This design comes from an exercise in tuning for small area on the open sky130 flow, not from production work. Function was checked by simulation only, so behaviour that the tests miss may differ from the original. Power and IR drop assume default switching activity.

Setup of run a:
## gemm
module gemm(A, B, C, D, Cout, clk);
    input [31:0] A;
    input [31:0] B;
    input [31:0] C;
    input [31:0] D;
    input clk;
    output reg [31:0] Cout;
    wire s1, s2;
    gemm_ha g2 (A[24], A[16], s1, s2);
    wire s3, s4;
    gemm_fa g4 (A[25], A[17], s2, s3, s4);
    wire s5, s6;
    gemm_fa g6 (A[26], A[18], s4, s5, s6);
    wire s7, s8;
    gemm_fa g8 (A[27], A[19], s6, s7, s8);
    wire s9, s10;
    gemm_fa g10 (A[28], A[20], s8, s9, s10);
    wire s11, s12;
    gemm_fa g12 (A[29], A[21], s10, s11, s12);
    wire x13;
    gemm_x2 g13 (A[30], A[22], x13);
    wire x14;
    gemm_x2 g14 (x13, s12, x14);
    wire v15;
    gemm_inv g15 (B[24], v15);
    wire v16;
    gemm_inv g16 (B[8], v16);
    wire q17;
    gemm_nr g17 (v15, B[8], q17);
    wire q18;
    gemm_nr g18 (B[24], v16, q18);
    wire q19;
    gemm_nr g19 (v15, v16, q19);
    wire p20;
    gemm_aoi g20 (q17, A[24], q18, A[16], q19, s1, p20);
    wire p21;
    gemm_aoi g21 (q17, A[25], q18, A[17], q19, s3, p21);
    wire p22;
    gemm_aoi g22 (q17, A[26], q18, A[18], q19, s5, p22);
    wire p23;
    gemm_aoi g23 (q17, A[27], q18, A[19], q19, s7, p23);
    wire p24;
    gemm_aoi g24 (q17, A[28], q18, A[20], q19, s9, p24);
    wire p25;
    gemm_aoi g25 (q17, A[29], q18, A[21], q19, s11, p25);
    wire p26;
    gemm_aoi g26 (q17, A[30], q18, A[22], q19, x14, p26);
    wire v27;
  ...
export LEC_CHECK = 0
export CAP_MARGIN = 10
export CORE_MARGIN = 2
export CORE_UTILIZATION = 40
export GPL_TIMING_DRIVEN = 0
export PLACE_DENSITY = 0.5
export SLEW_MARGIN = 10
export SYNTH_HIERARCHICAL = 1
create_clock -name core_clock -period 10.0 [get_ports {clk}]
standard.sh (not shown) runs the stock make flow with config.mk's settings and CLKGATE_MAP_FILE= SYNTH_SCRIPT=/design/flow/synth_recipe.tcl, a recipe that flattens the netlist after the stock synthesis.
==> flow/flow/run.sh <==
#!/bin/bash
# The standard layout (standard.sh) with two changes:
#  - the port buffers that global placement inserts use the smallest buffer cell;
#  - clock tree synthesis uses clkbuf_4 buffers and no dummy loads (32 flip-flops need no more).
# ORFS writes each step's full log under orfs/logs/; make's own output goes to standard.log.
set -euo pipefail
bash standard.sh \
  "BUFFER_PORTS_ARGS=-buffer_cell sky130_fd_sc_hd__buf_1" \
  "CTS_ARGS=-sink_clustering_enable -repair_clock_nets -dont_use_dummy_load -buf_list sky130_fd_sc_hd__clkbuf_4 -root_buf sky130_fd_sc_hd__clkbuf_4" \
  finish > standard.log 2>&1
#### Input delta (run b over run a)
--- a/flow/design.v
+++ b/flow/design.v
@@ -374,19 +374,19 @@
     wire s224, s225;
     gemm_fa g225 (p25, p113, s203, s224, s225);
     wire s226, s227;
     gemm_fa g227 (s220, s205, s222, s226, s227);
     wire s228, s229;
     gemm_fa g229 (p101, s207, s224, s228, s229);
     wire s230, s231;
     gemm_fa g231 (s226, s209, s228, s230, s231);
     wire o232;
-    gemm_nr g232 (o210, s230, o232);
+    gemm_or2 g232 (o210, s230, o232);
     wire x233;
     gemm_x2 g233 (o210, s230, x233);
     wire x234;
     gemm_x2 g234 (p72, p73, x234);
     wire x235;
     gemm_x2 g235 (p160, p161, x235);
     wire x236;
     gemm_x2 g236 (x234, x235, x236);
     wire x237;
@@ -430,19 +430,19 @@
     wire x256;
     gemm_x2 g256 (x253, x254, x256);
     wire x257;
     gemm_x2 g257 (x255, s229, x257);
     wire x258;
     gemm_x2 g258 (x256, x257, x258);
     wire x259;
     gemm_x2 g259 (x258, s231, x259);
     wire x260;
-    gemm_xn2 g260 (o232, x259, x260);
+    gemm_x2 g260 (x259, o232, x260);
     wire v261;
     gemm_inv g261 (p95, v261);
     wire v262;
     gemm_inv g262 (s162, v262);
     wire v263;
     gemm_inv g263 (B[16], v263);
     wire v264;
     gemm_inv g264 (B[0], v264);
     wire q265;
@@ -776,19 +776,19 @@
     wire s456, s457;
     gemm_fa g457 (p273, p345, s435, s456, s457);
     wire s458, s459;
     gemm_fa g459 (s452, s437, s454, s458, s459);
     wire s460, s461;
     gemm_fa g461 (p333, s439, s456, s460, s461);
     wire s462, s463;
     gemm_fa g463 (s458, s441, s460, s462, s463);
     wire o464;
-    gemm_nr g464 (o442, s462, o464);
+    gemm_or2 g464 (o442, s462, o464);
     wire x465;
     gemm_x2 g465 (o442, s462, x465);
     wire x466;
     gemm_x2 g466 (p320, p321, x466);
     wire x467;
     gemm_x2 g467 (p392, p393, x467);
     wire x468;
     gemm_x2 g468 (x466, x467, x468);
     wire x469;
@@ -832,19 +832,19 @@
     wire x488;
     gemm_x2 g488 (x485, x486, x488);
     wire x489;
     gemm_x2 g489 (x487, s461, x489);
     wire x490;
     gemm_x2 g490 (x488, x489, x490);
     wire x491;
     gemm_x2 g491 (x490, s463, x491);
     wire x492;
-    gemm_xn2 g492 (o464, x491, x492);
+    gemm_x2 g492 (x491, o464, x492);
     wire v493;
     gemm_inv g493 (p327, v493);
     wire v494;
     gemm_inv g494 (s394, v494);
     wire s495, s496;
     gemm_ha g496 (A[8], A[0], s495, s496);
     wire s497, s498;
     gemm_fa g498 (A[9], A[1], s496, s497, s498);
     wire s499, s500;
@@ -1082,19 +1082,19 @@
     wire s653, s654;
     gemm_fa g654 (p514, p567, s632, s653, s654);
     wire s655, s656;
     gemm_fa g656 (s649, s634, s651, s655, s656);
     wire s657, s658;
     gemm_fa g658 (p560, s636, s653, s657, s658);
     wire s659, s660;
     gemm_fa g660 (s655, s638, s657, s659, s660);
     wire o661;
-    gemm_nr g661 (o639, s659, o661);
+    gemm_or2 g661 (o639, s659, o661);
     wire x662;
     gemm_x2 g662 (o639, s659, x662);
     wire x663;
     gemm_x2 g663 (p536, p537, x663);
     wire x664;
     gemm_x2 g664 (p589, p590, x664);
     wire x665;
     gemm_x2 g665 (x663, x664, x665);
     wire x666;
@@ -1138,19 +1138,19 @@
     wire x685;
     gemm_x2 g685 (x682, x683, x685);
     wire x686;
     gemm_x2 g686 (x684, s658, x686);
     wire x687;
     gemm_x2 g687 (x685, x686, x687);
     wire x688;
     gemm_x2 g688 (x687, s660, x688);
     wire x689;
-    gemm_xn2 g689 (o661, x688, x689);
+    gemm_x2 g689 (x688, o661, x689);
     wire v690;
     gemm_inv g690 (p554, v690);
     wire v691;
     gemm_inv g691 (s591, v691);
     wire p692;
     gemm_aoi g692 (q265, A[8], q266, A[0], q267, s495, p692);
     wire p693;
     gemm_aoi g693 (q265, A[9], q266, A[1], q267, s497, p693);
     wire p694;
@@ -1354,19 +1354,19 @@
     wire s820, s821;
     gemm_fa g821 (p697, p734, s799, s820, s821);
     wire s822, s823;
     gemm_fa g823 (s816, s801, s818, s822, s823);
     wire s824, s825;
     gemm_fa g825 (p727, s803, s820, s824, s825);
     wire s826, s827;
     gemm_fa g827 (s822, s805, s824, s826, s827);
     wire o828;
-    gemm_nr g828 (o806, s826, o828);
+    gemm_or2 g828 (o806, s826, o828);
     wire x829;
     gemm_x2 g829 (o806, s826, x829);
     wire x830;
     gemm_x2 g830 (p719, p720, x830);
     wire x831;
     gemm_x2 g831 (p756, p757, x831);
     wire x832;
     gemm_x2 g832 (x830, x831, x832);
     wire x833;
@@ -1410,19 +1410,19 @@
     wire x852;
     gemm_x2 g852 (x849, x850, x852);
     wire x853;
     gemm_x2 g853 (x851, s825, x853);
     wire x854;
     gemm_x2 g854 (x852, x853, x854);
     wire x855;
     gemm_x2 g855 (x854, s827, x855);
     wire x856;
-    gemm_xn2 g856 (o828, x855, x856);
+    gemm_x2 g856 (x855, o828, x856);
     wire v857;
     gemm_inv g857 (p721, v857);
     wire v858;
     gemm_inv g858 (s758, v858);
     always @(posedge clk)
         Cout <= {x260, x233, x211, x193, x179, x169, v262, v261, x492, x465, x443, x425, x411, x401, v494, v493, x689, x662, x640, x622, x608, x598, v691, v690, x856, x829, x807, x789, x775, x765, v858, v857};
 endmodule
 module gemm_aoi(a1, a2, b1, b2, c1, c2, y);
     input a1, a2, b1, b2, c1, c2;
@@ -1460,14 +1460,9 @@
     input a, b;
     output y;
     assign y = a | b;
 endmodule
 module gemm_x2(a, b, y);
     input a, b;
     output y;
     assign y = a ^ b;
 endmodule
-module gemm_xn2(a, b, y);
-    input a, b;
-    output y;
-    assign y = ~(a ^ b);
-endmodule
Results
- Routed wire length for run b: 0.75% down relative to run a
- The share of the synthesized area in compound gates (AO/OA/AOI/OAI) of run b and that of run a are within noise of each other.
- Between run a and run b, the difference in clock-cell share of area is negligible.
- Diff run a -> run b | met2 routing resource usage after global routing | decrease of 0.71 points
- Summary — number of distinct library cell variants in the gate-level netlist after synthesis, run b relative to run a: lower, by 1.
- Compared with run a, in run b sequential share of layout area barely changed, first-pass GRT wire length barely changed, clock slew seen by the registers of the worst setup and hold paths barely changed.
- From run a to run b the numbers moved as follows: share of power burned in registers held; growth of design area from synthesis to finish saw little to no change.
- Looking at run a and run b, the clock network fraction of total power is a wash.
- Taking run a as the reference point, the final weighted congestion of routability-driven global placement of run b falls by 0.60%.
- The die area of run a and that of run b are within noise of each other.
- Between run a and run b, the difference in sequential-to-total area share from yosys stat is negligible.

---

gemm with an RTL version that a note above also has.
==> flow/config.mk <==
export PLATFORM = sky130hd
export DESIGN_NAME = gemm
export DESIGN_NICKNAME = gemm
export VERILOG_FILES = /design/flow/design.v
export SDC_FILE = /design/flow/constraint.sdc
export NUM_CORES = 4
export LEC_CHECK = 0
export CAP_MARGIN = 20
export CORE_MARGIN = 2
export CORE_UTILIZATION = 40
export GPL_TIMING_DRIVEN = 0
export PLACE_DENSITY = 0.5
export SLEW_MARGIN = 20
export SYNTH_HIERARCHICAL = 1
==> flow/constraint.sdc <==
create_clock -name core_clock -period 10.0 [get_ports {clk}]
set_input_delay 2.0000 -clock core_clock [delete_from_list [all_inputs] [get_ports {clk}]]
set_output_delay 2.0000 -clock core_clock [all_outputs]
set_load 0.01 [all_outputs]
Scripts as last shown in full above: flow/flow/run.sh
Next try:
--- a/flow/design.v
+++ b/flow/design.v
@@ -375,17 +375,17 @@
     gemm_fa g225 (p25, p113, s203, s224, s225);
     wire s226, s227;
     gemm_fa g227 (s220, s205, s222, s226, s227);
     wire s228, s229;
     gemm_fa g229 (p101, s207, s224, s228, s229);
     wire s230, s231;
     gemm_fa g231 (s226, s209, s228, s230, s231);
     wire o232;
-    gemm_or2 g232 (o210, s230, o232);
+    gemm_nr g232 (o210, s230, o232);
     wire x233;
     gemm_x2 g233 (o210, s230, x233);
     wire x234;
     gemm_x2 g234 (p72, p73, x234);
     wire x235;
     gemm_x2 g235 (p160, p161, x235);
     wire x236;
     gemm_x2 g236 (x234, x235, x236);
@@ -431,17 +431,17 @@
     gemm_x2 g256 (x253, x254, x256);
     wire x257;
     gemm_x2 g257 (x255, s229, x257);
     wire x258;
     gemm_x2 g258 (x256, x257, x258);
     wire x259;
     gemm_x2 g259 (x258, s231, x259);
     wire x260;
-    gemm_x2 g260 (x259, o232, x260);
+    gemm_xn2 g260 (o232, x259, x260);
     wire v261;
     gemm_inv g261 (p95, v261);
     wire v262;
     gemm_inv g262 (s162, v262);
     wire v263;
     gemm_inv g263 (B[16], v263);
     wire v264;
     gemm_inv g264 (B[0], v264);
@@ -777,17 +777,17 @@
     gemm_fa g457 (p273, p345, s435, s456, s457);
     wire s458, s459;
     gemm_fa g459 (s452, s437, s454, s458, s459);
     wire s460, s461;
     gemm_fa g461 (p333, s439, s456, s460, s461);
     wire s462, s463;
     gemm_fa g463 (s458, s441, s460, s462, s463);
     wire o464;
-    gemm_or2 g464 (o442, s462, o464);
+    gemm_nr g464 (o442, s462, o464);
     wire x465;
     gemm_x2 g465 (o442, s462, x465);
     wire x466;
     gemm_x2 g466 (p320, p321, x466);
     wire x467;
     gemm_x2 g467 (p392, p393, x467);
     wire x468;
     gemm_x2 g468 (x466, x467, x468);
@@ -833,17 +833,17 @@
     gemm_x2 g488 (x485, x486, x488);
     wire x489;
     gemm_x2 g489 (x487, s461, x489);
     wire x490;
     gemm_x2 g490 (x488, x489, x490);
     wire x491;
     gemm_x2 g491 (x490, s463, x491);
     wire x492;
-    gemm_x2 g492 (x491, o464, x492);
+    gemm_xn2 g492 (o464, x491, x492);
     wire v493;
     gemm_inv g493 (p327, v493);
     wire v494;
     gemm_inv g494 (s394, v494);
     wire s495, s496;
     gemm_ha g496 (A[8], A[0], s495, s496);
     wire s497, s498;
     gemm_fa g498 (A[9], A[1], s496, s497, s498);
@@ -1083,17 +1083,17 @@
     gemm_fa g654 (p514, p567, s632, s653, s654);
     wire s655, s656;
     gemm_fa g656 (s649, s634, s651, s655, s656);
     wire s657, s658;
     gemm_fa g658 (p560, s636, s653, s657, s658);
     wire s659, s660;
     gemm_fa g660 (s655, s638, s657, s659, s660);
     wire o661;
-    gemm_or2 g661 (o639, s659, o661);
+    gemm_nr g661 (o639, s659, o661);
     wire x662;
     gemm_x2 g662 (o639, s659, x662);
     wire x663;
     gemm_x2 g663 (p536, p537, x663);
     wire x664;
     gemm_x2 g664 (p589, p590, x664);
     wire x665;
     gemm_x2 g665 (x663, x664, x665);
@@ -1139,17 +1139,17 @@
     gemm_x2 g685 (x682, x683, x685);
     wire x686;
     gemm_x2 g686 (x684, s658, x686);
     wire x687;
     gemm_x2 g687 (x685, x686, x687);
     wire x688;
     gemm_x2 g688 (x687, s660, x688);
     wire x689;
-    gemm_x2 g689 (x688, o661, x689);
+    gemm_xn2 g689 (o661, x688, x689);
     wire v690;
     gemm_inv g690 (p554, v690);
     wire v691;
     gemm_inv g691 (s591, v691);
     wire p692;
     gemm_aoi g692 (q265, A[8], q266, A[0], q267, s495, p692);
     wire p693;
     gemm_aoi g693 (q265, A[9], q266, A[1], q267, s497, p693);
@@ -1355,17 +1355,17 @@
     gemm_fa g821 (p697, p734, s799, s820, s821);
     wire s822, s823;
     gemm_fa g823 (s816, s801, s818, s822, s823);
     wire s824, s825;
     gemm_fa g825 (p727, s803, s820, s824, s825);
     wire s826, s827;
     gemm_fa g827 (s822, s805, s824, s826, s827);
     wire o828;
-    gemm_or2 g828 (o806, s826, o828);
+    gemm_nr g828 (o806, s826, o828);
     wire x829;
     gemm_x2 g829 (o806, s826, x829);
     wire x830;
     gemm_x2 g830 (p719, p720, x830);
     wire x831;
     gemm_x2 g831 (p756, p757, x831);
     wire x832;
     gemm_x2 g832 (x830, x831, x832);
@@ -1411,17 +1411,17 @@
     gemm_x2 g852 (x849, x850, x852);
     wire x853;
     gemm_x2 g853 (x851, s825, x853);
     wire x854;
     gemm_x2 g854 (x852, x853, x854);
     wire x855;
     gemm_x2 g855 (x854, s827, x855);
     wire x856;
-    gemm_x2 g856 (x855, o828, x856);
+    gemm_xn2 g856 (o828, x855, x856);
     wire v857;
     gemm_inv g857 (p721, v857);
     wire v858;
     gemm_inv g858 (s758, v858);
     always @(posedge clk)
         Cout <= {x260, x233, x211, x193, x179, x169, v262, v261, x492, x465, x443, x425, x411, x401, v494, v493, x689, x662, x640, x622, x608, x598, v691, v690, x856, x829, x807, x789, x775, x765, v858, v857};
 endmodule
 module gemm_aoi(a1, a2, b1, b2, c1, c2, y);
@@ -1461,8 +1461,13 @@
     output y;
     assign y = a | b;
 endmodule
 module gemm_x2(a, b, y);
     input a, b;
     output y;
     assign y = a ^ b;
 endmodule
+module gemm_xn2(a, b, y);
+    input a, b;
+    output y;
+    assign y = ~(a ^ b);
+endmodule
Effect:
- synthesized cell count is unchanged
- die area stays flat
- flip-flop and latch count stays the same
- non-clock buffer count is higher by 2
- count of clock-buffer cells in the layout is unchanged
- via count is higher slightly
- global-route usage is higher by 0.12 points
- sequential share of layout area hardly moves
- fmax is higher by a few percent
- worst hold slack loses 0.046 ns
- combinational power is higher slightly
- sequential power hardly moves
- core utilization hardly moves
- clock power is higher by roughly a tenth

-- separate check: timing with driven ports --
In the flow no input, the clock included, has a driving cell. The finished layouts below were timed again as built, in two steps. Step 1 (the two cells are an assumption about what drives the block):
set clk [get_ports {clk}]
set_driving_cell -lib_cell sky130_fd_sc_hd__clkbuf_16 $clk
set_driving_cell -lib_cell sky130_fd_sc_hd__buf_2 [delete_from_list [all_inputs] $clk]
Step 2 times the ports against the registers' clock, not the clock port: input delays grow and output delays shrink by t, the midpoint of the rising clock arrivals with the driver on. a / b / c = ideal ports / drivers / drivers and shift; a / b = the first two.
| run | t, ns | slack for setup (ns) | worst setup path after step 2 | latest minus earliest clock arrival (ns) | worst slew at a driven data input, ns |
|---|---|---|---|---|---|
| run a | 0.360 | 2.812 / 2.821 / 2.461 | input to register | 0.010 / 0.010 | 0.04 |
| run b | 0.346 | 2.583 / 2.593 / 2.247 | input to register | 0.012 / 0.013 | 0.04 |
| the first run of note 2 | 0.344 | 2.568 / 2.578 / 2.234 | input to register | 0.021 / 0.022 | 0.04 |
| the second run of note 2 | 0.364 | 2.787 / 2.796 / 2.432 | input to register | 0.012 / 0.012 | 0.04 |
After both steps every run listed still meets setup and hold. The setup slack of the second run of note 2, which loses most, moves by +0.009 ns with the drivers and by -0.355 ns with both steps.
